Background: an optimization exercise with open tools, aiming at small area and a short achievable clock period. Do not read the settings as production practice. Function was checked by simulation only, so behaviour that the tests miss may differ from the original. Power and IR drop assume default switching activity.

==> design.v <==
module mac_unit(
	input  logic        clk,
	input  logic [7:0]  neg, one, two,
	input  logic        four7,
	input  logic [15:0] weight,
	input  logic        load_product,
	input  logic        acc_zero,
	input  logic        add,
	input  logic        fold,
	input  logic        relu,
	output logic        zero,           
	input  logic [3:0]  sel,
	input  logic        valid,
	output logic [15:0] output_feature
);
	logic [31:0] acc, acc_in, addend_s, addend_c, sum, product_s, product_c;
	booth_mul mul(.neg(neg), .one(one), .two(two), .four7(four7), .w(weight),
	              .ps(product_s), .pc(product_c));
	assign acc_in = acc_zero ? '0 : acc;
	add3 adder(.a(acc_in), .b(addend_s), .c(addend_c), .s(sum));
	always_ff @(posedge clk) begin
		if (load_product) begin
			addend_s <= product_s;
			addend_c <= product_c;
		end
		if (add)
			acc <= sum;
		if (fold)
			zero <= relu & sum[31];
	end
	always_comb begin
		case (sel)
			4'd0, 4'd1:              output_feature = acc[31:16];
			4'd2, 4'd3, 4'd6, 4'd15: output_feature = acc[30:15];
			4'd4, 4'd5, 4'd12:       output_feature = acc[29:14];
			4'd13:                   output_feature = acc[25:10];
			4'd14:                   output_feature = acc[27:12];
			default:                 output_feature = acc[28:13];
		endcase
		if (!valid) output_feature = '0;
	end
endmodule
module add3(input logic [31:0] a, input logic [31:0] b, input logic [31:0] c,
            output logic [31:0] s);
	logic [31:0] x, y, p, g;
	logic [32:0] cy;
	always_comb begin
		x = a ^ b ^ c;
		y = {(a[30:0] & b[30:0]) | (a[30:0] & c[30:0]) | (b[30:0] & c[30:0]), 1'b0};
		p = x ^ y;
		g = x & y;
		cy[0] = 1'b0;
		for (int k = 0; k < 32; k += 4) begin
			cy[k+1] = g[k] | (p[k] & cy[k]);
			cy[k+2] = g[k+1] | (p[k+1] & g[k]) | (p[k+1] & p[k] & cy[k]);
			cy[k+3] = g[k+2] | (p[k+2] & g[k+1]) | (p[k+2] & p[k+1] & g[k])
			        | (p[k+2] & p[k+1] & p[k] & cy[k]);
			cy[k+4] = g[k+3] | (p[k+3] & g[k+2]) | (p[k+3] & p[k+2] & g[k+1])
			        | (p[k+3] & p[k+2] & p[k+1] & g[k]) | (p[k+3] & p[k+2] & p[k+1] & p[k] & cy[k]);
		end
		s = p ^ cy[31:0];
	end
endmodule
module booth_mul(input [7:0] neg, input [7:0] one, input [7:0] two, input four7, input [15:0] w, output [31:0] ps, output [31:0] pc);
  wire m1;
  assign m1 = (one[0] & w[0]) | (two[0] & 1'b0);
  wire pp2;
  assign pp2 = ~(m1 ^ neg[0]);
  wire m3;
  assign m3 = (one[0] & w[1]) | (two[0] & w[0]);
  wire pp4;
  assign pp4 = ~(m3 ^ neg[0]);
  wire m5;
  assign m5 = (one[0] & w[2]) | (two[0] & w[1]);
  wire pp6;
  assign pp6 = ~(m5 ^ neg[0]);
  wire m7;
  assign m7 = (one[0] & w[3]) | (two[0] & w[2]);
  wire pp8;
  assign pp8 = ~(m7 ^ neg[0]);
  wire m9;
  assign m9 = (one[0] & w[4]) | (two[0] & w[3]);
  wire pp10;
  assign pp10 = ~(m9 ^ neg[0]);
  wire m11;
  assign m11 = (one[0] & w[5]) | (two[0] & w[4]);
  wire pp12;
  assign pp12 = ~(m11 ^ neg[0]);
  wire m13;
  assign m13 = (one[0] & w[6]) | (two[0] & w[5]);
  wire pp14;
  assign pp14 = ~(m13 ^ neg[0]);
  wire m15;
  assign m15 = (one[0] & w[7]) | (two[0] & w[6]);
  wire pp16;
  assign pp16 = ~(m15 ^ neg[0]);
  wire m17;
  assign m17 = (one[0] & w[8]) | (two[0] & w[7]);
  wire pp18;
  assign pp18 = ~(m17 ^ neg[0]);
  wire m19;
  assign m19 = (one[0] & w[9]) | (two[0] & w[8]);
  wire pp20;
  assign pp20 = ~(m19 ^ neg[0]);
  wire m21;
  assign m21 = (one[0] & w[10]) | (two[0] & w[9]);
  wire pp22;
  assign pp22 = ~(m21 ^ neg[0]);
  wire m23;
  assign m23 = (one[0] & w[11]) | (two[0] & w[10]);
  wire pp24;
  assign pp24 = ~(m23 ^ neg[0]);
  wire m25;
  assign m25 = (one[0] & w[12]) | (two[0] & w[11]);
  wire pp26;
  assign pp26 = ~(m25 ^ neg[0]);
  wire m27;
  assign m27 = (one[0] & w[13]) | (two[0] & w[12]);
  wire pp28;
  assign pp28 = ~(m27 ^ neg[0]);
  wire m29;
  assign m29 = (one[0] & w[14]) | (two[0] & w[13]);
  wire pp30;
  assign pp30 = ~(m29 ^ neg[0]);
  wire m31;
  assign m31 = (one[0] & w[15]) | (two[0] & w[14]);
  wire pp32;
  assign pp32 = ~(m31 ^ neg[0]);
  wire m33;
  assign m33 = (one[0] & w[15]) | (two[0] & w[15]);
  wire ps34;
  assign ps34 = (m33 ^ neg[0]);
  wire n35;
  assign n35 = ~neg[0];
  wire m36;
  assign m36 = (one[1] & w[0]) | (two[1] & 1'b0);
  wire pp37;
  assign pp37 = ~(m36 ^ neg[1]);
  wire m38;
  assign m38 = (one[1] & w[1]) | (two[1] & w[0]);
  wire pp39;
  assign pp39 = ~(m38 ^ neg[1]);
  wire m40;
  assign m40 = (one[1] & w[2]) | (two[1] & w[1]);
  wire pp41;
  assign pp41 = ~(m40 ^ neg[1]);
  wire m42;
  assign m42 = (one[1] & w[3]) | (two[1] & w[2]);
  wire pp43;
  assign pp43 = ~(m42 ^ neg[1]);
  wire m44;
  assign m44 = (one[1] & w[4]) | (two[1] & w[3]);
  wire pp45;
  assign pp45 = ~(m44 ^ neg[1]);
  wire m46;
  assign m46 = (one[1] & w[5]) | (two[1] & w[4]);
  wire pp47;
  assign pp47 = ~(m46 ^ neg[1]);
  wire m48;
  assign m48 = (one[1] & w[6]) | (two[1] & w[5]);
  wire pp49;
  assign pp49 = ~(m48 ^ neg[1]);
  wire m50;
  assign m50 = (one[1] & w[7]) | (two[1] & w[6]);
  wire pp51;
  assign pp51 = ~(m50 ^ neg[1]);
  wire m52;
  assign m52 = (one[1] & w[8]) | (two[1] & w[7]);
  wire pp53;
  assign pp53 = ~(m52 ^ neg[1]);
  wire m54;
  assign m54 = (one[1] & w[9]) | (two[1] & w[8]);
  wire pp55;
  assign pp55 = ~(m54 ^ neg[1]);
  wire m56;
  assign m56 = (one[1] & w[10]) | (two[1] & w[9]);
  wire pp57;
  assign pp57 = ~(m56 ^ neg[1]);
  wire m58;
  assign m58 = (one[1] & w[11]) | (two[1] & w[10]);
  wire pp59;
  assign pp59 = ~(m58 ^ neg[1]);
  wire m60;
  assign m60 = (one[1] & w[12]) | (two[1] & w[11]);
  wire pp61;
  assign pp61 = ~(m60 ^ neg[1]);
  wire m62;
  assign m62 = (one[1] & w[13]) | (two[1] & w[12]);
  wire pp63;
  assign pp63 = ~(m62 ^ neg[1]);
  wire m64;
  assign m64 = (one[1] & w[14]) | (two[1] & w[13]);
  wire pp65;
  assign pp65 = ~(m64 ^ neg[1]);
  wire m66;
  assign m66 = (one[1] & w[15]) | (two[1] & w[14]);
  wire pp67;
  assign pp67 = ~(m66 ^ neg[1]);
  wire m68;
  assign m68 = (one[1] & w[15]) | (two[1] & w[15]);
  wire ps69;
  assign ps69 = (m68 ^ neg[1]);
  wire n70;
  assign n70 = ~neg[1];
  wire m71;
  assign m71 = (one[2] & w[0]) | (two[2] & 1'b0);
  wire pp72;
  assign pp72 = ~(m71 ^ neg[2]);
  wire m73;
  assign m73 = (one[2] & w[1]) | (two[2] & w[0]);
  wire pp74;
  assign pp74 = ~(m73 ^ neg[2]);
  wire m75;
  assign m75 = (one[2] & w[2]) | (two[2] & w[1]);
  wire pp76;
  assign pp76 = ~(m75 ^ neg[2]);
  wire m77;
  assign m77 = (one[2] & w[3]) | (two[2] & w[2]);
  wire pp78;
  assign pp78 = ~(m77 ^ neg[2]);
  wire m79;
  assign m79 = (one[2] & w[4]) | (two[2] & w[3]);
  wire pp80;
  assign pp80 = ~(m79 ^ neg[2]);
  wire m81;
  assign m81 = (one[2] & w[5]) | (two[2] & w[4]);
  wire pp82;
  assign pp82 = ~(m81 ^ neg[2]);
  wire m83;
  assign m83 = (one[2] & w[6]) | (two[2] & w[5]);
  wire pp84;
  assign pp84 = ~(m83 ^ neg[2]);
  wire m85;
  assign m85 = (one[2] & w[7]) | (two[2] & w[6]);
  wire pp86;
  assign pp86 = ~(m85 ^ neg[2]);
  wire m87;
  assign m87 = (one[2] & w[8]) | (two[2] & w[7]);
  wire pp88;
  assign pp88 = ~(m87 ^ neg[2]);
  wire m89;
  assign m89 = (one[2] & w[9]) | (two[2] & w[8]);
  wire pp90;
  assign pp90 = ~(m89 ^ neg[2]);
  wire m91;
  assign m91 = (one[2] & w[10]) | (two[2] & w[9]);
  wire pp92;
  assign pp92 = ~(m91 ^ neg[2]);
  wire m93;
  assign m93 = (one[2] & w[11]) | (two[2] & w[10]);
  wire pp94;
  assign pp94 = ~(m93 ^ neg[2]);
  wire m95;
  assign m95 = (one[2] & w[12]) | (two[2] & w[11]);
  wire pp96;
  assign pp96 = ~(m95 ^ neg[2]);
  wire m97;
  assign m97 = (one[2] & w[13]) | (two[2] & w[12]);
  wire pp98;
  assign pp98 = ~(m97 ^ neg[2]);
  wire m99;
  assign m99 = (one[2] & w[14]) | (two[2] & w[13]);
  wire pp100;
  assign pp100 = ~(m99 ^ neg[2]);
  wire m101;
  assign m101 = (one[2] & w[15]) | (two[2] & w[14]);
  wire pp102;
  assign pp102 = ~(m101 ^ neg[2]);
  wire m103;
  assign m103 = (one[2] & w[15]) | (two[2] & w[15]);
  wire ps104;
  assign ps104 = (m103 ^ neg[2]);
  wire n105;
  assign n105 = ~neg[2];
  wire m106;
  assign m106 = (one[3] & w[0]) | (two[3] & 1'b0);
  wire pp107;
  assign pp107 = ~(m106 ^ neg[3]);
  wire m108;
  assign m108 = (one[3] & w[1]) | (two[3] & w[0]);
  wire pp109;
  assign pp109 = ~(m108 ^ neg[3]);
  wire m110;
  assign m110 = (one[3] & w[2]) | (two[3] & w[1]);
  wire pp111;
  assign pp111 = ~(m110 ^ neg[3]);
  wire m112;
  assign m112 = (one[3] & w[3]) | (two[3] & w[2]);
  wire pp113;
  assign pp113 = ~(m112 ^ neg[3]);
  wire m114;
  assign m114 = (one[3] & w[4]) | (two[3] & w[3]);
  wire pp115;
  assign pp115 = ~(m114 ^ neg[3]);
  wire m116;
  assign m116 = (one[3] & w[5]) | (two[3] & w[4]);
  wire pp117;
  assign pp117 = ~(m116 ^ neg[3]);
  wire m118;
  assign m118 = (one[3] & w[6]) | (two[3] & w[5]);
  wire pp119;
  assign pp119 = ~(m118 ^ neg[3]);
  wire m120;
  assign m120 = (one[3] & w[7]) | (two[3] & w[6]);
  wire pp121;
  assign pp121 = ~(m120 ^ neg[3]);
  wire m122;
  assign m122 = (one[3] & w[8]) | (two[3] & w[7]);
  wire pp123;
  assign pp123 = ~(m122 ^ neg[3]);
  wire m124;
  assign m124 = (one[3] & w[9]) | (two[3] & w[8]);
  wire pp125;
  assign pp125 = ~(m124 ^ neg[3]);
  wire m126;
  assign m126 = (one[3] & w[10]) | (two[3] & w[9]);
  wire pp127;
  assign pp127 = ~(m126 ^ neg[3]);
  wire m128;
  assign m128 = (one[3] & w[11]) | (two[3] & w[10]);
  wire pp129;
  assign pp129 = ~(m128 ^ neg[3]);
  wire m130;
  assign m130 = (one[3] & w[12]) | (two[3] & w[11]);
  wire pp131;
  assign pp131 = ~(m130 ^ neg[3]);
  wire m132;
  assign m132 = (one[3] & w[13]) | (two[3] & w[12]);
  wire pp133;
  assign pp133 = ~(m132 ^ neg[3]);
  wire m134;
  assign m134 = (one[3] & w[14]) | (two[3] & w[13]);
  wire pp135;
  assign pp135 = ~(m134 ^ neg[3]);
  wire m136;
  assign m136 = (one[3] & w[15]) | (two[3] & w[14]);
  wire pp137;
  assign pp137 = ~(m136 ^ neg[3]);
  wire m138;
  assign m138 = (one[3] & w[15]) | (two[3] & w[15]);
  wire ps139;
  assign ps139 = (m138 ^ neg[3]);
  wire n140;
  assign n140 = ~neg[3];
  wire m141;
  assign m141 = (one[4] & w[0]) | (two[4] & 1'b0);
  wire pp142;
  assign pp142 = ~(m141 ^ neg[4]);
  wire m143;
  assign m143 = (one[4] & w[1]) | (two[4] & w[0]);
  wire pp144;
  assign pp144 = ~(m143 ^ neg[4]);
  wire m145;
  assign m145 = (one[4] & w[2]) | (two[4] & w[1]);
  wire pp146;
  assign pp146 = ~(m145 ^ neg[4]);
  wire m147;
  assign m147 = (one[4] & w[3]) | (two[4] & w[2]);
  wire pp148;
  assign pp148 = ~(m147 ^ neg[4]);
  wire m149;
  assign m149 = (one[4] & w[4]) | (two[4] & w[3]);
  wire pp150;
  assign pp150 = ~(m149 ^ neg[4]);
  wire m151;
  assign m151 = (one[4] & w[5]) | (two[4] & w[4]);
  wire pp152;
  assign pp152 = ~(m151 ^ neg[4]);
  wire m153;
  assign m153 = (one[4] & w[6]) | (two[4] & w[5]);
  wire pp154;
  assign pp154 = ~(m153 ^ neg[4]);
  wire m155;
  assign m155 = (one[4] & w[7]) | (two[4] & w[6]);
  wire pp156;
  assign pp156 = ~(m155 ^ neg[4]);
  wire m157;
  assign m157 = (one[4] & w[8]) | (two[4] & w[7]);
  wire pp158;
  assign pp158 = ~(m157 ^ neg[4]);
  wire m159;
  assign m159 = (one[4] & w[9]) | (two[4] & w[8]);
  wire pp160;
  assign pp160 = ~(m159 ^ neg[4]);
  wire m161;
  assign m161 = (one[4] & w[10]) | (two[4] & w[9]);
  wire pp162;
  assign pp162 = ~(m161 ^ neg[4]);
  wire m163;
  assign m163 = (one[4] & w[11]) | (two[4] & w[10]);
  wire pp164;
  assign pp164 = ~(m163 ^ neg[4]);
  wire m165;
  assign m165 = (one[4] & w[12]) | (two[4] & w[11]);
  wire pp166;
  assign pp166 = ~(m165 ^ neg[4]);
  wire m167;
  assign m167 = (one[4] & w[13]) | (two[4] & w[12]);
  wire pp168;
  assign pp168 = ~(m167 ^ neg[4]);
  wire m169;
  assign m169 = (one[4] & w[14]) | (two[4] & w[13]);
  wire pp170;
  assign pp170 = ~(m169 ^ neg[4]);
  wire m171;
  assign m171 = (one[4] & w[15]) | (two[4] & w[14]);
  wire pp172;
  assign pp172 = ~(m171 ^ neg[4]);
  wire m173;
  assign m173 = (one[4] & w[15]) | (two[4] & w[15]);
  wire ps174;
  assign ps174 = (m173 ^ neg[4]);
  wire n175;
  assign n175 = ~neg[4];
  wire m176;
  assign m176 = (one[5] & w[0]) | (two[5] & 1'b0);
  wire pp177;
  assign pp177 = ~(m176 ^ neg[5]);
  wire m178;
  assign m178 = (one[5] & w[1]) | (two[5] & w[0]);
  wire pp179;
  assign pp179 = ~(m178 ^ neg[5]);
  wire m180;
  assign m180 = (one[5] & w[2]) | (two[5] & w[1]);
  wire pp181;
  assign pp181 = ~(m180 ^ neg[5]);
  wire m182;
  assign m182 = (one[5] & w[3]) | (two[5] & w[2]);
  wire pp183;
  assign pp183 = ~(m182 ^ neg[5]);
  wire m184;
  assign m184 = (one[5] & w[4]) | (two[5] & w[3]);
  wire pp185;
  assign pp185 = ~(m184 ^ neg[5]);
  wire m186;
  assign m186 = (one[5] & w[5]) | (two[5] & w[4]);
  wire pp187;
  assign pp187 = ~(m186 ^ neg[5]);
  wire m188;
  assign m188 = (one[5] & w[6]) | (two[5] & w[5]);
  wire pp189;
  assign pp189 = ~(m188 ^ neg[5]);
  wire m190;
  assign m190 = (one[5] & w[7]) | (two[5] & w[6]);
  wire pp191;
  assign pp191 = ~(m190 ^ neg[5]);
  wire m192;
  assign m192 = (one[5] & w[8]) | (two[5] & w[7]);
  wire pp193;
  assign pp193 = ~(m192 ^ neg[5]);
  wire m194;
  assign m194 = (one[5] & w[9]) | (two[5] & w[8]);
  wire pp195;
  assign pp195 = ~(m194 ^ neg[5]);
  wire m196;
  assign m196 = (one[5] & w[10]) | (two[5] & w[9]);
  wire pp197;
  assign pp197 = ~(m196 ^ neg[5]);
  wire m198;
  assign m198 = (one[5] & w[11]) | (two[5] & w[10]);
  wire pp199;
  assign pp199 = ~(m198 ^ neg[5]);
  wire m200;
  assign m200 = (one[5] & w[12]) | (two[5] & w[11]);
  wire pp201;
  assign pp201 = ~(m200 ^ neg[5]);
  wire m202;
  assign m202 = (one[5] & w[13]) | (two[5] & w[12]);
  wire pp203;
  assign pp203 = ~(m202 ^ neg[5]);
  wire m204;
  assign m204 = (one[5] & w[14]) | (two[5] & w[13]);
  wire pp205;
  assign pp205 = ~(m204 ^ neg[5]);
  wire m206;
  assign m206 = (one[5] & w[15]) | (two[5] & w[14]);
  wire pp207;
  assign pp207 = ~(m206 ^ neg[5]);
  wire m208;
  assign m208 = (one[5] & w[15]) | (two[5] & w[15]);
  wire ps209;
  assign ps209 = (m208 ^ neg[5]);
  wire n210;
  assign n210 = ~neg[5];
  wire m211;
  assign m211 = (one[6] & w[0]) | (two[6] & 1'b0);
  wire pp212;
  assign pp212 = ~(m211 ^ neg[6]);
  wire m213;
  assign m213 = (one[6] & w[1]) | (two[6] & w[0]);
  wire pp214;
  assign pp214 = ~(m213 ^ neg[6]);
  wire m215;
  assign m215 = (one[6] & w[2]) | (two[6] & w[1]);
  wire pp216;
  assign pp216 = ~(m215 ^ neg[6]);
  wire m217;
  assign m217 = (one[6] & w[3]) | (two[6] & w[2]);
  wire pp218;
  assign pp218 = ~(m217 ^ neg[6]);
  wire m219;
  assign m219 = (one[6] & w[4]) | (two[6] & w[3]);
  wire pp220;
  assign pp220 = ~(m219 ^ neg[6]);
  wire m221;
  assign m221 = (one[6] & w[5]) | (two[6] & w[4]);
  wire pp222;
  assign pp222 = ~(m221 ^ neg[6]);
  wire m223;
  assign m223 = (one[6] & w[6]) | (two[6] & w[5]);
  wire pp224;
  assign pp224 = ~(m223 ^ neg[6]);
  wire m225;
  assign m225 = (one[6] & w[7]) | (two[6] & w[6]);
  wire pp226;
  assign pp226 = ~(m225 ^ neg[6]);
  wire m227;
  assign m227 = (one[6] & w[8]) | (two[6] & w[7]);
  wire pp228;
  assign pp228 = ~(m227 ^ neg[6]);
  wire m229;
  assign m229 = (one[6] & w[9]) | (two[6] & w[8]);
  wire pp230;
  assign pp230 = ~(m229 ^ neg[6]);
  wire m231;
  assign m231 = (one[6] & w[10]) | (two[6] & w[9]);
  wire pp232;
  assign pp232 = ~(m231 ^ neg[6]);
  wire m233;
  assign m233 = (one[6] & w[11]) | (two[6] & w[10]);
  wire pp234;
  assign pp234 = ~(m233 ^ neg[6]);
  wire m235;
  assign m235 = (one[6] & w[12]) | (two[6] & w[11]);
  wire pp236;
  assign pp236 = ~(m235 ^ neg[6]);
  wire m237;
  assign m237 = (one[6] & w[13]) | (two[6] & w[12]);
  wire pp238;
  assign pp238 = ~(m237 ^ neg[6]);
  wire m239;
  assign m239 = (one[6] & w[14]) | (two[6] & w[13]);
  wire pp240;
  assign pp240 = ~(m239 ^ neg[6]);
  wire m241;
  assign m241 = (one[6] & w[15]) | (two[6] & w[14]);
  wire pp242;
  assign pp242 = ~(m241 ^ neg[6]);
  wire m243;
  assign m243 = (one[6] & w[15]) | (two[6] & w[15]);
  wire ps244;
  assign ps244 = (m243 ^ neg[6]);
  wire n245;
  assign n245 = ~neg[6];
  wire m246;
  assign m246 = (one[7] & w[0]) | (two[7] & 1'b0) | (four7 & 1'b0);
  wire pp247;
  assign pp247 = ~(m246 ^ neg[7]);
  wire m248;
  assign m248 = (one[7] & w[1]) | (two[7] & w[0]) | (four7 & 1'b0);
  wire pp249;
  assign pp249 = ~(m248 ^ neg[7]);
  wire m250;
  assign m250 = (one[7] & w[2]) | (two[7] & w[1]) | (four7 & w[0]);
  wire pp251;
  assign pp251 = ~(m250 ^ neg[7]);
  wire m252;
  assign m252 = (one[7] & w[3]) | (two[7] & w[2]) | (four7 & w[1]);
  wire pp253;
  assign pp253 = ~(m252 ^ neg[7]);
  wire m254;
  assign m254 = (one[7] & w[4]) | (two[7] & w[3]) | (four7 & w[2]);
  wire pp255;
  assign pp255 = ~(m254 ^ neg[7]);
  wire m256;
  assign m256 = (one[7] & w[5]) | (two[7] & w[4]) | (four7 & w[3]);
  wire pp257;
  assign pp257 = ~(m256 ^ neg[7]);
  wire m258;
  assign m258 = (one[7] & w[6]) | (two[7] & w[5]) | (four7 & w[4]);
  wire pp259;
  assign pp259 = ~(m258 ^ neg[7]);
  wire m260;
  assign m260 = (one[7] & w[7]) | (two[7] & w[6]) | (four7 & w[5]);
  wire pp261;
  assign pp261 = ~(m260 ^ neg[7]);
  wire m262;
  assign m262 = (one[7] & w[8]) | (two[7] & w[7]) | (four7 & w[6]);
  wire pp263;
  assign pp263 = ~(m262 ^ neg[7]);
  wire m264;
  assign m264 = (one[7] & w[9]) | (two[7] & w[8]) | (four7 & w[7]);
  wire pp265;
  assign pp265 = ~(m264 ^ neg[7]);
  wire m266;
  assign m266 = (one[7] & w[10]) | (two[7] & w[9]) | (four7 & w[8]);
  wire pp267;
  assign pp267 = ~(m266 ^ neg[7]);
  wire m268;
  assign m268 = (one[7] & w[11]) | (two[7] & w[10]) | (four7 & w[9]);
  wire pp269;
  assign pp269 = ~(m268 ^ neg[7]);
  wire m270;
  assign m270 = (one[7] & w[12]) | (two[7] & w[11]) | (four7 & w[10]);
  wire pp271;
  assign pp271 = ~(m270 ^ neg[7]);
  wire m272;
  assign m272 = (one[7] & w[13]) | (two[7] & w[12]) | (four7 & w[11]);
  wire pp273;
  assign pp273 = ~(m272 ^ neg[7]);
  wire m274;
  assign m274 = (one[7] & w[14]) | (two[7] & w[13]) | (four7 & w[12]);
  wire pp275;
  assign pp275 = ~(m274 ^ neg[7]);
  wire m276;
  assign m276 = (one[7] & w[15]) | (two[7] & w[14]) | (four7 & w[13]);
  wire pp277;
  assign pp277 = ~(m276 ^ neg[7]);
  wire m278;
  assign m278 = (one[7] & w[15]) | (two[7] & w[15]) | (four7 & w[14]);
  wire pp279;
  assign pp279 = ~(m278 ^ neg[7]);
  wire m280;
  assign m280 = (one[7] & w[15]) | (two[7] & w[15]) | (four7 & w[15]);
  wire pp281;
  assign pp281 = ~(m280 ^ neg[7]);
  wire n282;
  assign n282 = ~neg[7];
  wire s283;
  wire c284;
  assign s283 = ~(pp22 ^ pp53);
  assign c284 = pp22 | pp53;
  wire s285;
  wire c286;
  assign s285 = ~(pp24 ^ pp55);
  assign c286 = pp24 | pp55;
  wire s287;
  wire c288;
  assign {c288, s287} = pp26 + pp57 + pp88;
  wire s289;
  wire c290;
  assign s289 = ~(pp119 ^ pp150);
  assign c290 = pp119 | pp150;
  wire s291;
  wire c292;
  assign {c292, s291} = pp28 + pp59 + pp90;
  wire s293;
  wire c294;
  assign s293 = ~(pp121 ^ pp152);
  assign c294 = pp121 | pp152;
  wire s295;
  wire c296;
  assign {c296, s295} = pp30 + pp61 + pp92;
  wire s297;
  wire c298;
  assign {c298, s297} = pp123 + pp154 + pp185;
  wire s299;
  wire c300;
  assign s299 = ~(pp216 ^ pp247);
  assign c300 = pp216 | pp247;
  wire s301;
  wire c302;
  assign {c302, s301} = pp32 + pp63 + pp94;
  wire s303;
  wire c304;
  assign {c304, s303} = pp125 + pp156 + pp187;
  wire s305;
  wire c306;
  assign s305 = ~(pp218 ^ pp249);
  assign c306 = pp218 | pp249;
  wire s307;
  wire c308;
  assign {c308, s307} = ps34 + pp65 + pp96;
  wire s309;
  wire c310;
  assign {c310, s309} = pp127 + pp158 + pp189;
  wire s311;
  wire c312;
  assign {c312, s311} = pp220 + pp251 + 1'b0;
  wire s313;
  wire c314;
  assign {c314, s313} = pp67 + pp98 + pp129;
  wire s315;
  wire c316;
  assign {c316, s315} = pp160 + pp191 + pp222;
  wire s317;
  wire c318;
  assign s317 = ~(pp253 ^ 1'b0);
  assign c318 = pp253 | 1'b0;
  wire s319;
  wire c320;
  assign {c320, s319} = ps69 + pp100 + pp131;
  wire s321;
  wire c322;
  assign {c322, s321} = pp162 + pp193 + pp224;
  wire s323;
  wire c324;
  assign {c324, s323} = pp102 + pp133 + pp164;
  wire s325;
  wire c326;
  assign s325 = ~(pp195 ^ pp226);
  assign c326 = pp195 | pp226;
  wire s327;
  wire c328;
  assign {c328, s327} = ps104 + pp135 + pp166;
  wire s329;
  wire c330;
  assign s329 = ~(pp137 ^ pp168);
  assign c330 = pp137 | pp168;
  wire s331;
  wire c332;
  assign s331 = ~(pp14 ^ pp45);
  assign c332 = pp14 | pp45;
  wire s333;
  wire c334;
  assign s333 = ~(pp16 ^ pp47);
  assign c334 = pp16 | pp47;
  wire s335;
  wire c336;
  assign {c336, s335} = pp18 + pp49 + pp80;
  wire s337;
  wire c338;
  assign s337 = ~(pp111 ^ pp142);
  assign c338 = pp111 | pp142;
  wire s339;
  wire c340;
  assign {c340, s339} = pp20 + pp51 + pp82;
  wire s341;
  wire c342;
  assign s341 = ~(pp113 ^ pp144);
  assign c342 = pp113 | pp144;
  wire s343;
  wire c344;
  assign {c344, s343} = s283 + pp84 + pp115;
  wire s345;
  wire c346;
  assign {c346, s345} = pp146 + pp177 + n210;
  wire s347;
  wire c348;
  assign {c348, s347} = c284 + s285 + pp86;
  wire s349;
  wire c350;
  assign {c350, s349} = pp117 + pp148 + pp179;
  wire s351;
  wire c352;
  assign {c352, s351} = c286 + s287 + s289;
  wire s353;
  wire c354;
  assign {c354, s353} = pp181 + pp212 + n245;
  wire s355;
  wire c356;
  assign {c356, s355} = c288 + c290 + s291;
  wire s357;
  wire c358;
  assign {c358, s357} = s293 + pp183 + pp214;
  wire s359;
  wire c360;
  assign {c360, s359} = c292 + c294 + s295;
  wire s361;
  wire c362;
  assign {c362, s361} = s297 + s299 + n282;
  wire s363;
  wire c364;
  assign {c364, s363} = c296 + c298 + c300;
  wire s365;
  wire c366;
  assign {c366, s365} = s301 + s303 + s305;
  wire s367;
  wire c368;
  assign {c368, s367} = c302 + c304 + c306;
  wire s369;
  wire c370;
  assign {c370, s369} = s307 + s309 + s311;
  wire s371;
  wire c372;
  assign {c372, s371} = c308 + c310 + c312;
  wire s373;
  wire c374;
  assign {c374, s373} = s313 + s315 + s317;
  wire s375;
  wire c376;
  assign {c376, s375} = c314 + c316 + c318;
  wire s377;
  wire c378;
  assign {c378, s377} = s319 + s321 + pp255;
  wire s379;
  wire c380;
  assign {c380, s379} = c320 + c322 + s323;
  wire s381;
  wire c382;
  assign {c382, s381} = s325 + pp257 + 1'b0;
  wire s383;
  wire c384;
  assign {c384, s383} = c324 + c326 + s327;
  wire s385;
  wire c386;
  assign {c386, s385} = pp197 + pp228 + pp259;
  wire s387;
  wire c388;
  assign {c388, s387} = c328 + s329 + pp199;
  wire s389;
  wire c390;
  assign {c390, s389} = pp230 + pp261 + 1'b0;
  wire s391;
  wire c392;
  assign {c392, s391} = c330 + ps139 + pp170;
  wire s393;
  wire c394;
  assign {c394, s393} = pp201 + pp232 + pp263;
  wire s395;
  wire c396;
  assign {c396, s395} = pp172 + pp203 + pp234;
  wire s397;
  wire c398;
  assign s397 = ~(pp265 ^ 1'b0);
  assign c398 = pp265 | 1'b0;
  wire s399;
  wire c400;
  assign {c400, s399} = ps174 + pp205 + pp236;
  wire s401;
  wire c402;
  assign s401 = ~(pp207 ^ pp238);
  assign c402 = pp207 | pp238;
  wire s403;
  wire c404;
  assign s403 = ~(pp10 ^ pp41);
  assign c404 = pp10 | pp41;
  wire s405;
  wire c406;
  assign s405 = ~(pp12 ^ pp43);
  assign c406 = pp12 | pp43;
  wire s407;
  wire c408;
  assign {c408, s407} = s331 + pp76 + pp107;
  wire s409;
  wire c410;
  assign {c410, s409} = c332 + s333 + pp78;
  wire s411;
  wire c412;
  assign {c412, s411} = c334 + s335 + s337;
  wire s413;
  wire c414;
  assign {c414, s413} = c336 + c338 + s339;
  wire s415;
  wire c416;
  assign {c416, s415} = c340 + c342 + s343;
  wire s417;
  wire c418;
  assign {c418, s417} = c344 + c346 + s347;
  wire s419;
  wire c420;
  assign {c420, s419} = c348 + c350 + s351;
  wire s421;
  wire c422;
  assign {c422, s421} = c352 + c354 + s355;
  wire s423;
  wire c424;
  assign {c424, s423} = c356 + c358 + s359;
  wire s425;
  wire c426;
  assign {c426, s425} = c360 + c362 + s363;
  wire s427;
  wire c428;
  assign {c428, s427} = c364 + c366 + s367;
  wire s429;
  wire c430;
  assign {c430, s429} = c368 + c370 + s371;
  wire s431;
  wire c432;
  assign {c432, s431} = c372 + c374 + s375;
  wire s433;
  wire c434;
  assign {c434, s433} = c376 + c378 + s379;
  wire s435;
  wire c436;
  assign {c436, s435} = c380 + c382 + s383;
  wire s437;
  wire c438;
  assign {c438, s437} = c384 + c386 + s387;
  wire s439;
  wire c440;
  assign {c440, s439} = c388 + c390 + s391;
  wire s441;
  wire c442;
  assign {c442, s441} = c392 + c394 + s395;
  wire s443;
  wire c444;
  assign {c444, s443} = c396 + c398 + s399;
  wire s445;
  wire c446;
  assign {c446, s445} = c400 + s401 + pp269;
  wire s447;
  wire c448;
  assign {c448, s447} = c402 + ps209 + pp240;
  wire s449;
  wire c450;
  assign s449 = ~(pp242 ^ pp273);
  assign c450 = pp242 | pp273;
  wire s451;
  wire c452;
  assign s451 = ~(pp6 ^ pp37);
  assign c452 = pp6 | pp37;
  wire s453;
  wire c454;
  assign s453 = ~(pp8 ^ pp39);
  assign c454 = pp8 | pp39;
  wire s455;
  wire c456;
  assign {c456, s455} = s403 + pp72 + n105;
  wire s457;
  wire c458;
  assign {c458, s457} = c404 + s405 + pp74;
  wire s459;
  wire c460;
  assign {c460, s459} = c406 + s407 + n140;
  wire s461;
  wire c462;
  assign {c462, s461} = c408 + s409 + pp109;
  wire s463;
  wire c464;
  assign {c464, s463} = c410 + s411 + n175;
  wire s465;
  wire c466;
  assign {c466, s465} = c412 + s413 + s341;
  wire s467;
  wire c468;
  assign {c468, s467} = c414 + s415 + s345;
  wire s469;
  wire c470;
  assign {c470, s469} = c416 + s417 + s349;
  wire s471;
  wire c472;
  assign {c472, s471} = c418 + s419 + s353;
  wire s473;
  wire c474;
  assign {c474, s473} = c420 + s421 + s357;
  wire s475;
  wire c476;
  assign {c476, s475} = c422 + s423 + s361;
  wire s477;
  wire c478;
  assign {c478, s477} = c424 + s425 + s365;
  wire s479;
  wire c480;
  assign {c480, s479} = c426 + s427 + s369;
  wire s481;
  wire c482;
  assign {c482, s481} = c428 + s429 + s373;
  wire s483;
  wire c484;
  assign {c484, s483} = c430 + s431 + s377;
  wire s485;
  wire c486;
  assign {c486, s485} = c432 + s433 + s381;
  wire s487;
  wire c488;
  assign {c488, s487} = c434 + s435 + s385;
  wire s489;
  wire c490;
  assign {c490, s489} = c436 + s437 + s389;
  wire s491;
  wire c492;
  assign {c492, s491} = c438 + s439 + s393;
  wire s493;
  wire c494;
  assign {c494, s493} = c440 + s441 + s397;
  wire s495;
  wire c496;
  assign {c496, s495} = c442 + s443 + pp267;
  wire s497;
  wire c498;
  assign {c498, s497} = c444 + s445 + 1'b0;
  wire s499;
  wire c500;
  assign {c500, s499} = c446 + s447 + pp271;
  wire s501;
  wire c502;
  assign {c502, s501} = c448 + s449 + 1'b0;
  wire s503;
  wire c504;
  assign {c504, s503} = c450 + ps244 + pp275;
  wire s505;
  wire c506;
  assign s505 = ~(pp277 ^ 1'b0);
  assign c506 = pp277 | 1'b0;
  wire s507;
  wire c508;
  assign s507 = ~(pp279 ^ 1'b0);
  assign c508 = pp279 | 1'b0;
  wire s509;
  wire c510;
  assign s509 = ~(pp281 ^ 1'b0);
  assign c510 = pp281 | 1'b0;
  assign ps = {~c508, ~c506, ~c504, ~c502, ~c500, ~c498, ~c496, ~c494, ~c492, ~c490, ~c488, ~c486, ~c484, ~c482, ~c480, ~c478, ~c476, ~c474, ~c472, ~c470, ~c468, ~c466, ~c464, ~c462, ~c460, ~c458, ~c456, ~c454, ~c452, ~s451, ~pp4, ~pp2};
  assign pc = {~s509, ~s507, ~s505, ~s503, ~s501, ~s499, ~s497, ~s495, ~s493, ~s491, ~s489, ~s487, ~s485, ~s483, ~s481, ~s479, ~s477, ~s475, ~s473, ~s471, ~s469, ~s467, ~s465, ~s463, ~s461, ~s459, ~s457, ~s455, ~s453, ~n70, ~1'b1, ~n35};
endmodule
module pe_array #(parameter NPE = 4)(
	input  logic              clk,
	input  logic              rst_n_pe,
	input  logic              weight_valid,
	input  logic              feature_valid,
	input  logic [15:0]       feature_in,      
	input  logic [NPE*16-1:0] weight_in,       
	input  logic [3:0]        conv_num,
	input  logic              capture,         
	output logic [NPE*16-1:0] output_feature,  
	input  logic              relu_en,
	input  logic              partial_en
);
	localparam logic [1:0] IDLE = 2'd0, BIAS = 2'd1, FOLD = 2'd2, OUT = 2'd3;
	logic [1:0] state;
	logic [3:0] conv_prev, conv_cap;
	logic       relu_prev, keep_prev;
	logic       acc_zero, have;
	logic       mac_step, bias_step, bias_load, load_product, add, fold;
	logic [NPE-1:0] zero, valid_cap;
	logic [7:0] neg, one, two;
	logic       four7;
	logic [7:0] f_neg, f_one, f_two, b_one, b_two;
	logic       b_four7, keep;
	logic [NPE*16-1:0] weight;
	assign mac_step     = (state == IDLE) & feature_valid & weight_valid;
	assign bias_step    = (state == IDLE) & ~feature_valid & weight_valid;
	assign bias_load    = bias_step & rst_n_pe;
	assign load_product = mac_step | (state == BIAS && !keep_prev);
	assign add          = (mac_step | bias_step) & have;
	assign fold         = (state == FOLD) & have;
	booth_enc enc(.f(feature_in), .neg(f_neg), .one(f_one), .two(f_two));
	always_comb begin
		logic [4:0] sh;
		logic       zero_bias;
		keep = 1'b0;
		zero_bias = 1'b0;
		sh = 5'd0;
		if (partial_en) begin
			case (conv_num)
				4'd0, 4'd1:                     sh = 5'd16;
				4'd2, 4'd3, 4'd6:               sh = 5'd15;
				4'd4, 4'd5, 4'd12:              sh = 5'd14;
				4'd7, 4'd8, 4'd9, 4'd10, 4'd11: sh = 5'd13;
				default:                        keep = 1'b1;
			endcase
		end else begin
			case (conv_num)
				4'd0, 4'd12:                    sh = 5'd9;
				4'd1:                           sh = 5'd6;
				4'd2, 4'd10:                    sh = 5'd3;
				4'd3, 4'd9:                     sh = 5'd2;
				4'd4, 4'd5, 4'd6, 4'd8:         sh = 5'd1;
				4'd7:                           zero_bias = 1'b1;
				4'd11:                          sh = 5'd4;
				default:                        sh = 5'd0;
			endcase
		end
		for (int j = 0; j < 8; j++) begin
			b_one[j] = ~zero_bias & ~keep & (sh == 5'(2 * j));
			b_two[j] = ~zero_bias & ~keep & (sh == 5'(2 * j + 1));
		end
		b_four7 = ~keep & (sh == 5'd16);
	end
	always_ff @(posedge clk) begin
		conv_prev <= conv_num;
		relu_prev <= relu_en;
		keep_prev <= keep;
		if (capture) begin
			conv_cap  <= conv_prev;
			valid_cap <= {NPE{state == OUT && !acc_zero}} & ~zero;
		end
		if (bias_load) begin
			neg <= '0; one <= b_one; two <= b_two; four7 <= b_four7;
		end else begin
			neg <= f_neg; one <= f_one; two <= f_two; four7 <= 1'b0;
			weight <= weight_in;
		end
		if (!rst_n_pe) begin
			state    <= IDLE;
			acc_zero <= 1'b1;
			have     <= 1'b0;
		end else begin
			case (state)
				IDLE: if (bias_step) state <= BIAS;
				BIAS: state <= FOLD;
				default: state <= OUT;
			endcase
			if (load_product) have <= 1'b1;
			if (add || fold) acc_zero <= 1'b0;
		end
	end
	for (genvar i = 0; i < NPE; i++) begin : mac
		mac_unit u(
			.clk(clk),
			.neg(neg), .one(one), .two(two), .four7(four7),
			.weight(weight[i*16 +: 16]),
			.load_product(load_product),
			.acc_zero(acc_zero),
			.add(add | fold),
			.fold(state == FOLD),
			.relu(relu_prev & have),
			.zero(zero[i]),
			.sel(conv_cap),
			.valid(valid_cap[i]),
			.output_feature(output_feature[i*16 +: 16])
		);
	end
endmodule
module booth_enc(input logic [15:0] f, output logic [7:0] neg, output logic [7:0] one,
                 output logic [7:0] two);
	logic [16:0] fx;
	assign fx = {f, 1'b0};
	always_comb
		for (int j = 0; j < 8; j++) begin
			neg[j] = fx[2*j+2] & ~(fx[2*j+1] & fx[2*j]);
			one[j] = fx[2*j+1] ^ fx[2*j];
			two[j] = (fx[2*j+2] & ~fx[2*j+1] & ~fx[2*j]) | (~fx[2*j+2] & fx[2*j+1] & fx[2*j]);
		end
endmodule
module onchip_read_master_weight #(parameter NPE = 4)(
	input  logic        clk,
	input  logic        rst_n,
	output logic [16:0] addr_read,
	output logic [NPE*2-1:0] byteenable,
	output logic        read,
	input  logic        wait_request,
	input  logic        readdatavalid,
	output logic        chipselect,
	input  logic [16:0] addr_read_input,
	input  logic        read_en_input,
	output logic        data_valid,
	output logic        readdatavalid_out
);
	logic state;         
	logic read_en_reg;
	logic xfer;
	assign byteenable = {(NPE*2){1'b1}};
	assign readdatavalid_out = readdatavalid;
	assign xfer = readdatavalid & ~wait_request;
	always_ff @(posedge clk) begin
		if (rst_n) addr_read <= addr_read_input;
	end
	always_ff @(posedge clk) begin
		if (!rst_n) begin
			state       <= 1'b0;
			data_valid  <= 1'b0;
			read        <= 1'b0;
			chipselect  <= 1'b0;
			read_en_reg <= 1'b0;
		end else begin
			read_en_reg <= read_en_input;
			data_valid  <= state & xfer;
			chipselect  <= read_en_reg & (~state | xfer);
			if (!state && read_en_reg) read <= 1'b1;
			if (!state) state <= read_en_reg;
			else if (xfer && !read_en_reg) state <= 1'b0;
		end
	end
endmodule
module onchip_read_master_input(
	input  logic        clk,
	input  logic        rst_n,
	output logic [16:0] addr_read,
	output logic [1:0]  byteenable,
	output logic        read,
	input  logic        wait_request,
	input  logic        readdatavalid,
	output logic        chipselect,
	input  logic [16:0] addr_read_input,
	input  logic        read_en_input,
	output logic        data_valid,
	output logic        readdatavalid_out
);
	logic state;         
	logic read_en_reg;
	logic xfer;
	assign byteenable = 2'b11;
	assign readdatavalid_out = readdatavalid;
	assign xfer = readdatavalid & ~wait_request;
	always_ff @(posedge clk) begin
		if (rst_n) addr_read <= addr_read_input;
	end
	always_ff @(posedge clk) begin
		if (!rst_n) begin
			state       <= 1'b0;
			data_valid  <= 1'b0;
			read        <= 1'b0;
			chipselect  <= 1'b0;
			read_en_reg <= 1'b0;
		end else begin
			read_en_reg <= read_en_input;
			data_valid  <= state & xfer;
			chipselect  <= read_en_reg & (~state | xfer);
			if (!state && read_en_reg) read <= 1'b1;
			if (!state) state <= read_en_reg;
			else if (xfer && !read_en_reg) state <= 1'b0;
		end
	end
endmodule
module p1024_to_s16 #(parameter NPE = 4)(
	input  logic              clk,
	input  logic              rst_n,
	input  logic [NPE*16-1:0] datain_pe,
	input  logic              input_en_control,
	output logic              capture,
	input  logic [14:0]       addr_in_control,
	input  logic              pool_en,
	input  logic              output_en,
	output logic [15:0]       writedata_output,
	output logic [14:0]       address_output,
	output logic              write_output,
	input  logic              waitrequest_output,
	output logic [1:0]        byteenable_output,
	output logic              chipselect
);
	localparam logic [2:0] IDLE = 3'd0, POOL_INIT = 3'd1, POOL = 3'd2, OUT0 = 3'd3;
	localparam logic [2:0] OUTN = OUT0 + NPE;
	logic [2:0]  state;
	logic [NPE*16-1:0] buffer_out_n;    
	logic [14:0] address_output_in;
	assign byteenable_output = 2'b11;
	assign write_output = 1'b1;
	assign chipselect = 1'b0;
	assign capture = (state == IDLE) & input_en_control;
	function automatic logic greater(input logic [15:0] x, input logic [15:0] y);
		logic [15:0] a, b, g, e;
		a = {~x[15], x[14:0]};
		b = {~y[15], y[14:0]};
		g = a & ~b;
		e = ~(a ^ b);
		for (int w = 1; w < 16; w = w * 2)
			for (int i = 0; i < 16; i += 2 * w) begin
				g[i] = g[i + w] | (e[i + w] & g[i]);
				e[i] = e[i + w] & e[i];
			end
		greater = g[0];
	endfunction
	always_ff @(posedge clk) begin
		if (capture)
			address_output_in <= addr_in_control;
		else if (state >= OUT0 && state != OUTN && output_en && !waitrequest_output)
			address_output_in <= address_output_in + 15'd2;
	end
	always_ff @(posedge clk) begin
		if (!rst_n) begin
			state <= IDLE;
			buffer_out_n <= '1;
			address_output <= '0;
			writedata_output <= '0;
		end else begin
			case (state)
				IDLE: if (input_en_control) state <= POOL_INIT;
				POOL_INIT: state <= POOL;
				POOL: begin
					for (int k = 0; k < NPE; k++)
						if (!pool_en || greater(datain_pe[k*16 +: 16], ~buffer_out_n[k*16 +: 16]))
							buffer_out_n[k*16 +: 16] <= ~datain_pe[k*16 +: 16];
					state <= OUT0;
				end
				default: begin
					if (!output_en)
						state <= IDLE;
					else if (!waitrequest_output) begin
						if (state == OUTN)
							state <= IDLE;
						else begin
							address_output   <= address_output_in;
							writedata_output <= ~buffer_out_n[15:0];
							buffer_out_n     <= {16'hffff, buffer_out_n[NPE*16-1:16]};
							state            <= state + 3'd1;
						end
					end
				end
			endcase
		end
	end
endmodule
module pe_array_top #(parameter NPE = 4)
                   (input logic clk,
                    input logic rst_n,
                    input logic rst_n_pe,
                    input logic [3:0] conv_num,
                    input logic partial_en_control,
                    input logic [NPE*16-1:0]data_readw_weight,
                    input logic [15:0]data_readi_input,
                    output logic [15:0]data_write_output,
                    output logic [16:0]addr_readi_input,
                    output logic [16:0]addr_readw_weight,
                    output logic [14:0]addr_write_output,
                    output logic [1:0]byteenable_readi_input,
                    output logic [NPE*2-1:0]byteenable_readw_weight,
		            output logic [1:0]byteenable_write_output,
                    input logic [16:0]addr_readi_control,
                    input logic [16:0]addr_readw_control,
                    input logic [14:0]addr_write_control,
                    input logic pool_en_control,
                    input logic relu_en_control,
                    input logic output_en_control,
		            input logic waitrequest_output,
		            input logic waitrequest_input,
		            input logic waitrequest_weight,
                    input logic en_write_control,
                    input logic en_readi_control,
                    input logic en_readw_control,
                    input logic readdatavalid_input,
                    input logic readdatavalid_weight,
                    output logic write_output,
                    output logic read_readw_weight,
                    output logic read_readi_input,
                    output logic chipselect_input,
                    output logic chipselect_weight,
                    output logic chipselect_output,
                    output logic readdatavalid_out_input,
                    output logic readdatavalid_out_weight
                    );
logic[NPE*16-1:0]data_write_pe;
logic data_valid_readi_pe;
logic data_valid_readw_pe;
logic capture;
p1024_to_s16 #(.NPE(NPE)) pts(.clk(clk),
			 	.rst_n(rst_n),
				.datain_pe(data_write_pe),
				.input_en_control(en_write_control),
				.capture(capture),
				.addr_in_control(addr_write_control),
				.writedata_output(data_write_output),
				.address_output(addr_write_output),
				.write_output(write_output),
				.waitrequest_output(waitrequest_output),
				.byteenable_output(byteenable_write_output),
				.chipselect(chipselect_output),
				.pool_en(pool_en_control),
				.output_en(output_en_control)
                );
onchip_read_master_weight #(.NPE(NPE)) master_to_weight_bias(.clk(clk),
                                         .addr_read(addr_readw_weight),
                                         .byteenable(byteenable_readw_weight),
                                         .read(read_readw_weight),
					                     .wait_request(waitrequest_weight),
                                         .addr_read_input(addr_readw_control),
                                         .read_en_input(en_readw_control),
                                         .rst_n(rst_n),
                                         .readdatavalid(readdatavalid_weight),
                                         .data_valid(data_valid_readw_pe),
                                         .chipselect(chipselect_weight),
                                         .readdatavalid_out(readdatavalid_out_weight)
                                         );
onchip_read_master_input master_to_input(.clk(clk),
                                   .addr_read(addr_readi_input),
                                   .byteenable(byteenable_readi_input),
                                   .read(read_readi_input),
				   				   .wait_request(waitrequest_input),
                                   .addr_read_input(addr_readi_control),
                                   .read_en_input(en_readi_control),
                                   .rst_n(rst_n),
                                   .readdatavalid(readdatavalid_input),
                                   .data_valid(data_valid_readi_pe),
                                   .chipselect(chipselect_input),
                                   .readdatavalid_out(readdatavalid_out_input)
                                   );
pe_array #(.NPE(NPE)) array(.clk(clk),
               .rst_n_pe(rst_n_pe),
               .feature_valid(data_valid_readi_pe),
	       	   .weight_valid(data_valid_readw_pe),
               .feature_in(data_readi_input),
               .conv_num(conv_num),
               .capture(capture),
               .output_feature(data_write_pe),
               .weight_in(data_readw_weight),
               .relu_en(relu_en_control),
               .partial_en(partial_en_control));
endmodule 
==> flow/run.sh <==
#!/bin/bash
# Standard synthesis unchanged, then the standard layout steps with other settings.
set -eo pipefail
bash standard.sh synth > synth.log 2>&1
bash standard.sh BUFFER_PORTS_ARGS="-buffer_cell sky130_fd_sc_hd__buf_1" SETUP_SLACK_MARGIN=5.8 CTS_ARGS="-sink_clustering_enable -repair_clock_nets -dont_use_dummy_load -buf_list sky130_fd_sc_hd__clkbuf_4 -sink_clustering_size 8 -sink_clustering_max_diameter 40" finish > layout.log 2>&1
==> standard.sh <==
#!/bin/bash
# synth_recipe.tcl (not shown) runs the flow's synth.tcl, then flattens the netlist and writes it again
# the make line also repeats each setting of config.mk as NAME=value (left out here)
make -C /OpenROAD-flow-scripts/flow DESIGN_CONFIG=/design/flow/config.mk WORK_HOME=/design/flow/orfs CLKGATE_MAP_FILE= SYNTH_SCRIPT=/design/flow/synth_recipe.tcl "${@:-finish}"
==> config.mk <==
export PLATFORM = sky130hd
export DESIGN_NAME = pe_array_top
export DESIGN_NICKNAME = pe_array_top
export VERILOG_FILES = /design/flow/design.v
export SDC_FILE = /design/flow/constraint.sdc
export NUM_CORES = 8
export LEC_CHECK = 0
export CAP_MARGIN = 20
export CORE_MARGIN = 2
export CORE_UTILIZATION = 55
export SLEW_MARGIN = 20
==> constraint.sdc <==
create_clock -name core_clock -period 10.0 [get_ports {clk}]
set_input_delay 2.0000 -clock core_clock [delete_from_list [all_inputs] [get_ports {clk}]]
set_output_delay 2.0000 -clock core_clock [all_outputs]
set_load 0.01 [all_outputs]
==> flow_summary.rst, run 1 <==
.. list-table::
   :header-rows: 1

   * - Metric
     - Value
   * - RD Place Congestion
     - 0.868
   * - Slew at the pin with the worst max-slew slack
     - about 1.1 ns
   * - Final Slew Violations
     - 0
   * - Syn avg cell area
     - between 10 and 15 µm²
   * - Top fanout value on the critical path
     - 2
   * - Clock network fraction of design power
     - 0.119
   * - Fraction of layout cells with a size suffix above 1
     - 0.0676
   * - Number of instances on the worst hold path
     - 2
   * - Clock tree from TritonCTS
     - done
   * - Number of cells on the critical path
     - 2
   * - Dominant cell type by area after synthesis
     - edfxtp_1
   * - Met2 capacity usage during global routing
     - 0.458
   * - Final count of hold timing violations
     - 0
   * - Number of placed cells counting well taps
     - ~6,100
   * - Drt first-iter violations
     - roughly 5,500
   * - Detailed-route wire length
     - between 150,000 and 200,000 µm
   * - Setup crit end kind
     - output pin
   * - Yosys warning count
     - 7
   * - Dominant cell type by count on the critical path
     - buf_6
   * - Gate power share
     - 0.534
   * - Sequential Power Share
     - 0.346
   * - Fmax
     - ~0.24 GHz
   * - Proportion of register bits with asynchronous set or reset after synthesis
     - 0
   * - Internal cell power
     - roughly 7.2 mW
   * - CTS buffer count
     - 121
   * - Top post-synthesis cells by area
     - edfxtp_1 (28%), fa_1 (18%), a22oi_1 (7.2%)
   * - Busiest layer in global routing
     - met2
   * - Count of clock tree sinks
     - about 640
   * - Global routing usage on met3
     - 0.0589
   * - PnR worst setup slack
     - between 5 and 6 ns
   * - Startpoint type of the worst setup path
     - primary input
   * - Cell-by-cell trace of the critical path
     - buf_6 > buf_6
   * - Post-synthesis instance area
     - 0.0531 mm²
   * - Commonest non-fill, non-tap cells in the layout
     - inv_1 (557), a22oi_1 (504), edfxtp_1 (499)
   * - CTS clk-pin slew, worst paths
     - roughly 0.090 ns
   * - Result of the run
     - no timing/DRC/antenna violations
   * - First-pass GRT wire length
     - between 200,000 and 250,000 µm
   * - Buffering stage count on the worst path with inverters included
     - 2
   * - Horiz. Die Dim
     - 315 µm
   * - Area of the die
     - between 0.09 and 0.1 mm²
   * - Overflow after GRT
     - 0
   * - Fin area
     - approximately 0.056 mm²
   * - Slowest library cell on the worst path
     - buf_6
   * - Sequential cell area fraction in the yosys report
     - 0.336
   * - Non-filler instance count after layout
     - 6,282
   * - Placement Cell Area
     - approximately 0.054 mm²
   * - R2R cell count
     - 9
   * - Global routing met1 resource utilization
     - 0.446
   * - CTS HTree Levels
     - 3
   * - Vias in the first global route
     - 38,400
   * - Avg WL per Cell
     - roughly 24 µm
   * - MaxCap Viol Count
     - 0
   * - Final net count
     - about 5,900
   * - Clock latency on the worst-skew pair
     - around 1 ns
   * - Cell class contributing the biggest share of worst-path delay
     - buffers and inverters
   * - Input/output buffers
     - about 220
   * - Critical path class
     - in2out
   * - Critical Path AT
     - between 2 and 2.5 ns
   * - Initial Util
     - 0.557
   * - Pre-CTS setup slack
     - 5.15 ns
   * - Main synth FF type
     - edfxtp_1
   * - Detailed Place HPWL
     - approximately 100,000 µm
   * - Initial antenna violation count
     - 4
   * - Layout-stage area growth over the synthesis result
     - 5.77%
   * - Total number of vias
     - just under 40,000
   * - Number of nets with antenna violations after routing
     - 0
   * - Detailed Routing Iterations Pass 1
     - 14
   * - Hold-fix buffers at CTS
     - 0
   * - Skew final
     - approximately 0.15 ns
   * - Post-layout utilization of the core
     - 0.590
   * - RSZ-0062 raised after global routing
     - true
   * - Proportion of netlist area held by the largest area contributor
     - 0.282
   * - Remaining DRCs
     - 0
   * - Switching Fraction
     - 0.416
   * - Root buffer cell
     - clkbuf_4
   * - Power density over the cells
     - roughly 220 mW/mm²
   * - Total negative slack for setup checks
     - 0 ns
   * - Number of library cell types mapped by synthesis
     - between 70 and 80
   * - Overall track demand over capacity in global routing
     - 0.306
   * - Path category of the worst min-delay check
     - reg2reg
   * - Largest net degree at the start of global routing
     - 83
   * - Filler Cells Inserted
     - slightly above 8,000
   * - Most common cell after layout, fill and taps aside
     - inv_1
   * - Leak pwr
     - 22.8 nW
   * - Multi-input combinational cell area
     - about 0.032 mm²
   * - Max-slew headroom
     - 0.266
   * - Row count
     - ~110
   * - Number of flip-flops and latches in the synthesized netlist
     - between 600 and 700
   * - Number of synthesized flops with an enable pin
     - approximately 500
   * - Die height
     - ~310 µm
   * - P_sw
     - 5.11 mW
   * - Top flop regs
     - array.mac.u.acc (128), array.mac.u.addend_s (128), array.mac.u.addend_c (118)
   * - Count of pins on the block boundary
     - between 200 and 250
   * - Routed via count divided by cell count
     - a little over 6
   * - Finish-stage setup viols
     - 0
   * - Longest individual stage delay on the worst path
     - ~0.11 ns
   * - Critical path required time
     - approximately 8.0 ns
   * - Final critical delay including setup and external delays
     - about 4.2 ns
   * - Clock tree buffer depth
     - 3
   * - Core region area
     - 0.0953 mm²
   * - Share of the cycle needed by the critical path after routing
     - 0.420
   * - Post-synthesis cell count
     - approximately 5,000
   * - Worst vdd rail ir drop
     - 111 µV
   * - Sequential cell area in the final layout
     - ~0.018 mm²
[metrics by stage]
| step | total power, mW | hold slack (ns) |
|---|---|---|
| after floorplan | 8.71 | 0.386 |
| after global placement | 10.5 | 0.431 |
| after detailed placement | 10.7 | 0.435 |
| after CTS | 12.2 | 0.447 |
| after global routing | 13.4 | 0.492 |
| final | 12.3 | 0.447 |
[path summary, 6_finish.rpt]
check,endpoint,slack [ns],start
worst min register to register,master_to_input.chipselect,0.45,master_to_input.read_en_reg
worst max-delay path,readdatavalid_out_weight,5.80,readdatavalid_weight
worst max register to register,array.mac[3].u.addend_c[20],5.90,array.one[2]
worst min-delay path,master_to_input.chipselect,0.45,master_to_input.read_en_reg
[per-layer routing]
layer	up-vias	wire length [µm]
met5	-	11
met1	19100	65600
li1	17400	-
met4	2	5460
met3	331	15100
met2	2087	66900
[cell usage after synthesis (all sizes together), types with 17 or more instances]
| cell type | n |
|---|---|
| xnor2 | 351 |
| nand2 | 379 |
| inv | 561 |
| a21boi | 21 |
| nand3 | 36 |
| nor2 | 94 |
| o211ai | 44 |
| nand4 | 19 |
| a21o | 54 |
| nor2b | 108 |
| a21oi | 105 |
| fa | 484 |
| edfxtp | 499 |
| xor2 | 304 |
| o21a | 18 |
| a222oi | 117 |
| a31oi | 67 |
| a22oi | 508 |
| mux2i | 17 |
| ha | 293 |
| o21ai | 116 |
| buf | 90 |
| dfxtp | 143 |
| o211a | 19 |
| clkbuf | 362 |
[timing repair]
item	in CTS	in global routing
buffers inserted	13	23
resized for setup	44	65
pin swaps	6	14
gates cloned	3	8
setup endpoints to repair	152	91
[worst min-delay path, delay by kind of cell, from the launching register on]
family	cells	cell delay (ns)
simple gates	1	0.05
flops	1	0.32
compound gates	1	0.03
[cell families after synthesis]
group	after synthesis	synth area share
adders and majority gates	777	0.251
AOI/OAI and AO/OA	1161	0.161
other	2	0.000141
DFF	642	0.336
muxes	29	0.00575
and+or+nand+nor	730	0.0640
xor gates and xnor gates	655	0.108
buffers and inverters	1013	0.0734
[power groups by stage]
| stage | Combinational, mW | Clock, mW | Sequential (mW) |
|---|---|---|---|
| 2_1_floorplan | 4.67 | 0 | 4.04 |
| 3_3_place_gp | 6.20 | 0 | 4.31 |
| 3_5_place_dp | 6.35 | 0 | 4.31 |
| 4_1_cts | 6.41 | 1.53 | 4.25 |
| 5_1_grt | 7.47 | 1.63 | 4.29 |
| 6_report | 6.56 | 1.47 | 4.25 |
[cell type report]
class                      count  share of cell area
inverter                     561              0.0377
timing repair buffer         321              0.0347
antenna                        3            0.000134
multi-input combinational   3369               0.564
clock buffer                 121              0.0162
sequential                   642               0.319
tap                         1265              0.0282
==> run 2, diff against run 1 <==
==> flow/run.sh (replaced) <==
#!/bin/bash
# Standard synthesis unchanged, then the standard layout steps with other settings.
set -eo pipefail
bash standard.sh synth > synth.log 2>&1
bash standard.sh BUFFER_PORTS_ARGS="-buffer_cell sky130_fd_sc_hd__buf_1" SETUP_SLACK_MARGIN=5.85 CTS_ARGS="-sink_clustering_enable -repair_clock_nets -dont_use_dummy_load -buf_list sky130_fd_sc_hd__clkbuf_4 -sink_clustering_size 8 -sink_clustering_max_diameter 40" finish > layout.log 2>&1
==> flow_summary.rst, run 2 <==
.. list-table::
   :header-rows: 1

   * - Metric
     - Value
   * - Reg-to-reg slack, setup
     - 5.93 ns (+0.03 ns)
   * - Initial antenna violation count
     - 8 (+4)
   * - Post-synthesis xor/xnor area fraction
     - 0.108 (unchanged)
   * - Longest individual stage delay on the worst path
     - 0.13 ns (+0.02 ns)
   * - Clock network fraction of design power
     - 0.119 (about the same)
   * - Commonest non-fill, non-tap cells in the layout
     - inv_1 (555), a22oi_1 (504), edfxtp_1 (499)
   * - Proportion of netlist area held by the largest area contributor
     - 0.282 (unchanged)
   * - Startpoint type of the worst setup path
     - primary input
   * - Input/output buffers
     - 218 (unchanged)
   * - CTS clk-pin slew, worst paths
     - 0.08 ns (about the same)
   * - Vias in the first global route
     - 39,000 (+1.6%)
   * - Mux contribution to synthesized area
     - 0.00575 (unchanged)
   * - Slowest library cell on the worst path
     - buf_2
   * - Fraction of layout cells with a size suffix above 1
     - 0.0755 (+0.00792)
   * - Yosys warning count
     - 7 (unchanged)
   * - Total number of vias
     - 39,100 (+0.32%)
   * - Buffering stage count on the worst path with inverters included
     - 2 (unchanged)
   * - Slew at the pin with the worst max-slew slack
     - 1.08 ns (-0.0183 ns)
   * - Max-slew headroom
     - 0.279 (+0.0130)
   * - Power density over the cells
     - 217 mW/mm² (-0.65%)
   * - Clock tree from TritonCTS
     - done
   * - Final Slew Violations
     - 0 (unchanged)
   * - Number of library cell types mapped by synthesis
     - 79 (unchanged)
   * - Sequential cell area fraction in the yosys report
     - 0.336 (unchanged)
   * - Worst vdd rail ir drop
     - 113 µV (+2.1%)
   * - Drt first-iter violations
     - 5,592 (+2.6%)
   * - Sequential Power Share
     - 0.347 (about the same)
   * - Switching Fraction
     - 0.415 (-0.000892)
   * - Path category of the worst min-delay check
     - reg2reg
   * - First-pass GRT wire length
     - 235,000 µm (+0.85%)
   * - Initial Util
     - 0.557 (unchanged)
   * - Row count
     - 113 (unchanged)
   * - Leak pwr
     - 22.9 nW (+0.34%)
   * - PnR worst setup slack
     - 5.79 ns (-0.00757 ns)
   * - Number of flip-flops and latches in the synthesized netlist
     - 642 (unchanged)
   * - Critical path class
     - in2out
   * - Critical path required time
     - 8.00 ns (about the same)
   * - Routed via count divided by cell count
     - 6.19 (about the same)
   * - Detailed-route wire length
     - 155,000 µm (+1.0%)
   * - Area of the die
     - 0.0991 mm² (unchanged)
   * - Remaining DRCs
     - 0 (unchanged)
   * - Result of the run
     - no timing/DRC/antenna violations
   * - Cell-by-cell trace of the critical path
     - buf_1 > buf_2
   * - Pre-CTS setup slack
     - 5.21 ns (+0.0630 ns)
   * - Final critical delay including setup and external delays
     - 4.21 ns (+0.00757 ns)
   * - Finish-stage setup viols
     - 0 (unchanged)
   * - Horiz. Die Dim
     - 315 µm (unchanged)
   * - MaxCap Viol Count
     - 0 (unchanged)
   * - Clock tree buffer depth
     - 3 (unchanged)
   * - Top flop regs
     - array.mac.u.acc (128), array.mac.u.addend_s (128), array.mac.u.addend_c (118)
   * - Setup crit end kind
     - output pin
   * - Proportion of register bits with asynchronous set or reset after synthesis
     - 0 (unchanged)
   * - Most common cell after layout, fill and taps aside
     - inv_1
   * - Clock latency on the worst-skew pair
     - 1.05 ns (+0.02 ns)
   * - Number of synthesized flops with an enable pin
     - 499 (unchanged)
   * - Top fanout value on the critical path
     - 2 (unchanged)
   * - CTS buffer count
     - 121 (unchanged)
   * - Fmax
     - 0.238 GHz (-0.18%)
   * - Dominant cell type by area after synthesis
     - edfxtp_1
   * - Compound-Gate Fraction of Synth Area
     - 0.161 (unchanged)
   * - Root buffer cell
     - clkbuf_4
   * - Internal cell power
     - 7.17 mW (about the same)
   * - Die height
     - 315 µm (unchanged)
   * - Overflow after GRT
     - 0 (unchanged)
   * - P_sw
     - 5.09 mW (-0.37%)
   * - Share of the cycle needed by the critical path after routing
     - 0.421 (+0.000757)
   * - Detailed Routing Iterations Pass 1
     - 14 (unchanged)
   * - Sequential cell area in the final layout
     - 0.0179 mm² (about the same)
   * - Post-synthesis instance area
     - 0.0531 mm² (unchanged)
   * - Top post-synthesis cells by area
     - edfxtp_1 (28%), fa_1 (18%), a22oi_1 (7.2%)
   * - Main synth FF type
     - edfxtp_1
   * - Cell class contributing the biggest share of worst-path delay
     - buffers and inverters
   * - Final net count
     - 5,958 (+0.29%)
   * - Total negative slack for setup checks
     - 0 ns (unchanged)
   * - Main combinational cell family by area after synthesis
     - adder cells
   * - Adder-cell area share of the yosys netlist
     - 0.251 (unchanged)
   * - Post-synthesis cell count
     - 5,009 (unchanged)
   * - Hold-fix buffers at CTS
     - 0 (unchanged)
   * - Simple-gate share of the synthesized area
     - 0.0640 (unchanged)
   * - Filler Cells Inserted
     - 8,137 (-1.3%)
   * - Critical Path AT
     - 2.21 ns (about the same)
   * - CTS HTree Levels
     - 3 (unchanged)
   * - Most frequent cells after synthesis
     - inv_1 (560), a22oi_1 (508), edfxtp_1 (499)
   * - Largest net degree at the start of global routing
     - 169 (+100%)
   * - Number of nets with antenna violations after routing
     - 0 (unchanged)
   * - Gate power share
     - 0.534 (about the same)
   * - Final count of hold timing violations
     - 0 (unchanged)
   * - Overall track demand over capacity in global routing
     - 0.309 (+0.00347)
   * - Post-layout utilization of the core
     - 0.593 (+0.00297)
   * - Leading cell type by number of instances after synthesis
     - inv_1
   * - Avg WL per Cell
     - 24.5 µm (+0.63%)
   * - Multi-input combinational cell area
     - 0.0319 mm² (+0.58%)
   * - Syn avg cell area
     - 10.6 µm² (unchanged)
   * - Count of pins on the block boundary
     - 233 (unchanged)
   * - Skew final
     - 0.156 ns (+0.00417 ns)
   * - RSZ-0062 raised after global routing
     - true
   * - Count of clock tree sinks
     - 642 (unchanged)
   * - Core region area
     - 0.0953 mm² (unchanged)
   * - RD Place Congestion
     - 0.852 (-1.8%)
   * - Layout-stage area growth over the synthesis result
     - 6.31%
   * - Detailed Place HPWL
     - 103,000 µm (+0.79%)
run 2: cell families after synthesis:
family,after synthesis
simple gates,730
flops,642
xor+xnor,655
buf+inv,1013
fa+ha+maj,777
other cells,2
mux,29
compound gates,1161
run 2: path summary, 6_finish.rpt:
| kind | start | endpoint | depth (start not counted) |
|---|---|---|---|
| setup / recovery | readdatavalid_input | readdatavalid_out_input | 2 |
| hold / removal | master_to_weight_bias.read_en_reg | master_to_weight_bias.chipselect | 2 |
| setup reg to reg | array.neg[7] | array.mac[3].u.addend_c[18] | 9 |
| hold reg to reg | master_to_weight_bias.read_en_reg | master_to_weight_bias.chipselect | 2 |
run 2: layout make-up:
type | instances | share of cell area
Inverter | 561 | 0.0376
Tap cell | 1265 | 0.0280
Clock buffer | 121 | 0.0161
Timing Repair Buffer | 337 | 0.0358
Multi-Input combinational cell | 3370 | 0.565
Sequential cell | 642 | 0.317
Antenna cell | 12 | 0.000532
run 2: timing repair:
action / CTS / global route
buffers inserted: 19 / 28
setup endpoints to repair: 164 / 104
gates cloned: 5 / 8
pin swaps: 11 / 37
gates resized for setup: 51 / 78
run 2: metrics by stage:
stage          cells  hold WS, ns  area, µm²  total power, mW
2_1_floorplan   5021        0.386      53200             8.71
3_3_place_gp    6115        0.432      54400             10.5
3_5_place_dp    6115        0.442      54400             10.6
4_1_cts         6260        0.454      55700             12.2
5_1_grt         6302        0.474      56500             13.4
6_report        6308        0.452      56500             12.3
run 2: power groups by stage:
stage / logic [mW] / clock network [mW] / registers (mW)
after floorplan: 4.67 / 0 / 4.04
after global placement: 6.16 / 0 / 4.30
after detailed placement: 6.32 / 0 / 4.30
after CTS: 6.40 / 1.53 / 4.24
final: 6.55 / 1.46 / 4.25
after global routing: 7.48 / 1.62 / 4.29
run 2: metal layers:
layer / routed length (µm) / up-vias / track usage
met3: 14900 / 400 / 0.0595
li1: - / 17400 / -
met5: 13 / - / 0
met1: 65600 / 19200 / 0.443
met2: 68000 / 2069 / 0.467
met4: 6230 / 2 / 0.115

==> separate check: timing with driven ports <==
No port has a modelled driver above. Below, the same layouts with a new extraction and two added sets of constraints. Step 1 (the two cells are an assumption about what drives the block):
set clk [get_ports {clk}]
set_driving_cell -lib_cell sky130_fd_sc_hd__clkbuf_16 $clk
set_driving_cell -lib_cell sky130_fd_sc_hd__buf_2 [delete_from_list [all_inputs] $clk]
Step 2 adds t to the input delays and takes it off the output delays; t is the mean of the earliest and latest rising clock arrival at the registers after step 1. Input paths then give back, and output paths get back, about the clock's delay inside the block. Three values: no drivers, after step 1, after step 2; two values: the first two.
| run | t, ns | setup WS [ns] | worst setup path at the end | slew at the worst register clock pin (ns) | pins driven straight from the clock port |
|---|---|---|---|---|---|
| run 1 | 1.023 | 5.799 / 5.766 / 5.597 | input to register | 0.09 / 0.09 | 1 |
| run 2 | 1.053 | 5.792 / 5.766 / 5.508 | input to register | 0.10 / 0.10 | 1 |
After both steps setup and hold are still met in every run listed. The setup slack of run 2, which loses most, moves by -0.026 ns with the drivers and by -0.284 ns with both steps.
